What follows belongs to an exercise in optimizing a design on an open flow for small area; a production flow would make more cautious choices.
The RTL was checked by simulation tests, not by an equivalence proof against the original design.
Power and IR drop assume default switching activity.

## exp/lagoon
Design I2C_Master, start of the top module:
module I2C_Master (
input	wire [7:0] _Data_in,
input	wire [7:0] _Reg_addr,
input	wire [6:0] _Dev_addr,
input	wire	   clk,rst,_RW_sel,
input	wire	 _SDA_in,
output	reg	 	 SDA_out,
output	reg	 	 SCL_out
);
Settings: LEC_CHECK=0, ABC_AREA=1, CAP_MARGIN=20, CORE_MARGIN=2, CORE_UTILIZATION=40, SLEW_MARGIN=20; clock period 5.0 ns.
standard.sh (not shown) runs the stock make flow with config.mk's settings and CLKGATE_MAP_FILE= SYNTH_SCRIPT=/design/flow/synth_recipe.tcl, a recipe that flattens the netlist after the stock synthesis.
==> flow/flow/run.sh <==
#!/bin/bash
# Own layout flow: the standard ORFS flow with three changes.
#  - port buffers use the smallest buffer (buf_1) instead of the default pick
#  - after floorplan every logic cell is swapped to its smallest drive
#    strength (repair_design / repair_timing upsize again where needed)
#  - CTS inserts no dummy load cells
# Each tool's full output stays in orfs/logs; this script's own output goes
# to run.log in the work folder.
set -euo pipefail
W=$(pwd)
exec > "$W/run.log" 2>&1
export BUFFER_PORTS_ARGS="-buffer_cell sky130_fd_sc_hd__buf_1"
export CTS_ARGS="-sink_clustering_enable -repair_clock_nets -dont_use_dummy_load"
export POST_FLOORPLAN_TCL="$W/flow/downsize.tcl"
bash standard.sh finish
==> flow/flow/downsize.tcl <==
# Swap every combinational cell to the smallest-area cell with the same
# function (same base name, other drive strength). Timing repair later in
# the flow upsizes again where it must.
proc my_downsize {} {
  set dont_use {}
  if {[info exists ::env(DONT_USE_CELLS)]} { set dont_use $::env(DONT_USE_CELLS) }
  set block [ord::get_db_block]
  set n 0
  foreach inst [$block getInsts] {
    set m [[$inst getMaster] getName]
    if {![regexp {^(sky130_fd_sc_hd__[a-z0-9]+)_([0-9]+)$} $m -> base sz]} { continue }
    if {[regexp {__(df|edf|sdf|sed|dl|tap|fill|decap|conb|clk|lpflow|probe|diode)} $base]} { continue }
    set best $m
    set cur [get_lib_cells -quiet */$m]
    if {$cur eq ""} { continue }
    set besta [get_property $cur area]
    foreach s {0 1 2 3 4 6 8 12 16} {
      set cand ${base}_$s
      if {$cand eq $m || [lsearch -exact $dont_use $cand] >= 0} { continue }
      set lc [get_lib_cells -quiet */$cand]
      if {$lc eq ""} { continue }
      set a [get_property $lc area]
      if {$a < $besta} { set best $cand; set besta $a }
    }
    if {$best ne $m} {
      replace_cell [$inst getName] $best
      incr n
    }
  }
  puts "my_downsize: resized $n instances"
}
my_downsize
exp/lagoon ended with every stage complete and zero timing, DRC or antenna violations.
Here is what was changed in the inputs of exp/tundra compared with exp/lagoon.
==> flow/run.sh (new file) <==
#!/bin/bash
# synth_recipe.tcl (not shown) runs the flow's synth.tcl, then flattens the netlist and writes it again
# the make line also repeats each setting of config.mk as NAME=value (left out here)
make -C /OpenROAD-flow-scripts/flow DESIGN_CONFIG=/design/flow/config.mk WORK_HOME=/design/flow/orfs CLKGATE_MAP_FILE= SYNTH_SCRIPT=/design/flow/synth_recipe.tcl finish
removed: flow/flow/run.sh
removed: flow/flow/downsize.tcl
removed: flow/standard.sh
### Flow results
exp/tundra falls short of exp/lagoon in wire length after detailed routing. Sort exp/tundra and exp/lagoon by least setup slack across all paths after layout, ascending, and exp/tundra comes first. Diff exp/lagoon -> exp/tundra: fraction of power spent switching nets -1.6 points; transition time at the pin with the least slew margin +0.022 ns. Looking at the reports, exp/tundra completed the entire flow and the layout it produced met the timing, DRC and antenna checks. exp/tundra ended up with a lower sequential share of layout area than exp/lagoon did. On internal power consumption, exp/lagoon beats exp/tundra. For the worst hold slack, exp/tundra came in 0.0067 ns lower than exp/lagoon did. Going from exp/lagoon to exp/tundra, final core utilization grows by 5.4 points. exp/tundra vs. exp/lagoon: post-layout instance area increased 12%, detailed-route via count picked up an extra about 5%.
Changes in exp/maple relative to exp/tundra:
==> flow/flow/run.sh (new file) <==
#!/bin/bash
# Own layout flow: the standard ORFS flow with three changes.
#  - port buffers use the smallest buffer (buf_1) instead of the default pick
#  - after floorplan every logic cell is swapped to its smallest drive
#    strength (repair_design / repair_timing upsize again where needed)
#  - CTS inserts no dummy load cells
# Each tool's full output stays in orfs/logs; this script's own output goes
# to run.log in the work folder.
set -euo pipefail
W=$(pwd)
exec > "$W/run.log" 2>&1
export BUFFER_PORTS_ARGS="-buffer_cell sky130_fd_sc_hd__buf_1"
export CTS_ARGS="-sink_clustering_enable -repair_clock_nets -dont_use_dummy_load -buf_list sky130_fd_sc_hd__clkbuf_4 -root_buf sky130_fd_sc_hd__clkbuf_4"
export POST_FLOORPLAN_TCL="$W/flow/downsize.tcl"
bash standard.sh finish
==> flow/flow/downsize.tcl (new file) <==
# Swap every combinational cell to the smallest-area cell with the same
# function (same base name, other drive strength). Timing repair later in
# the flow upsizes again where it must.
proc my_downsize {} {
  set dont_use {}
  if {[info exists ::env(DONT_USE_CELLS)]} { set dont_use $::env(DONT_USE_CELLS) }
  set block [ord::get_db_block]
  set n 0
  foreach inst [$block getInsts] {
    set m [[$inst getMaster] getName]
    if {![regexp {^(sky130_fd_sc_hd__[a-z0-9]+)_([0-9]+)$} $m -> base sz]} { continue }
    if {[regexp {__(df|edf|sdf|sed|dl|tap|fill|decap|conb|clk|lpflow|probe|diode)} $base]} { continue }
    set best $m
    set cur [get_lib_cells -quiet */$m]
    if {$cur eq ""} { continue }
    set besta [get_property $cur area]
    foreach s {0 1 2 3 4 6 8 12 16} {
      set cand ${base}_$s
      if {$cand eq $m || [lsearch -exact $dont_use $cand] >= 0} { continue }
      set lc [get_lib_cells -quiet */$cand]
      if {$lc eq ""} { continue }
      set a [get_property $lc area]
      if {$a < $besta} { set best $cand; set besta $a }
    }
    if {$best ne $m} {
      replace_cell [$inst getName] $best
      incr n
    }
  }
  puts "my_downsize: resized $n instances"
}
my_downsize
==> flow/standard.sh (new file) <==
#!/bin/bash
# synth_recipe.tcl (not shown) runs the flow's synth.tcl, then flattens the netlist and writes it again
# the make line also repeats each setting of config.mk as NAME=value (left out here)
make -C /OpenROAD-flow-scripts/flow DESIGN_CONFIG=/design/flow/config.mk WORK_HOME=/design/flow/orfs CLKGATE_MAP_FILE= SYNTH_SCRIPT=/design/flow/synth_recipe.tcl "${@:-finish}"
removed: flow/run.sh
### Flow results
exp/maple finished every step from synthesis to the final layout, and the layout passed the timing, DRC and antenna checks.
Compared with exp/tundra, exp/maple shows a higher total of fill cells in the finished design.
Top-level I/O count: exp/maple vs exp/tundra identical
Max freq exp/tundra -> exp/maple: improved
Routed via count divided by cell count (exp/maple vs. exp/tundra) decreases by a few percent
Taking exp/tundra as the reference point, the power drawn by the combinational cells of exp/maple falls by 7.3%.
NOTE total power exp/tundra->exp/maple decreased by more than 10%
Of the two values seen for worst setup path endpoint, u[2] was produced by exp/maple and SCL_out by exp/tundra.
Re final-layout clock buffer total: exp/maple is 1 down on exp/tundra.
Taking exp/tundra as the reference point, the first-pass GRT wire length of exp/maple rises by about 0.9%.
exp/maple vs. exp/tundra: met1 layer usage reported by global route went up 0.27 points; setup slack went up 0.30 ns; logic depth of the worst path, buffers included went up 5.

==> afterwards: timing with drivers on the ports <==
The results above use ideal ports. As a check the final layouts listed here were re-extracted and re-timed, cells and wires unchanged. Step 1 sets driving cells, clkbuf_16 on the clock port and buf_2 on the other inputs (assumed; they add their load-dependent delay and slew). Step 2 times the ports against the registers' clock, not the clock port: input delays grow and output delays shrink by t, the midpoint of the rising clock arrivals with the driver on. Three values: ideal ports, drivers, drivers and shift; two values: the first two.
| run | t, ns | setup slack, ns | hold slack, ns | latest minus earliest clock arrival (ns) |
|---|---|---|---|---|
| exp/lagoon | 0.302 | 3.087 / 3.087 / 3.087 | 0.472 / 0.472 / 0.472 | 0.013 / 0.012 |
| exp/tundra | 0.309 | 2.795 / 2.769 / 2.957 | 0.465 / 0.465 / 0.465 | 0.007 / 0.007 |
| exp/maple | 0.348 | 3.094 / 3.094 / 3.094 | 0.478 / 0.478 / 0.478 | 0.020 / 0.021 |
After both steps setup and hold are still met in every run listed.
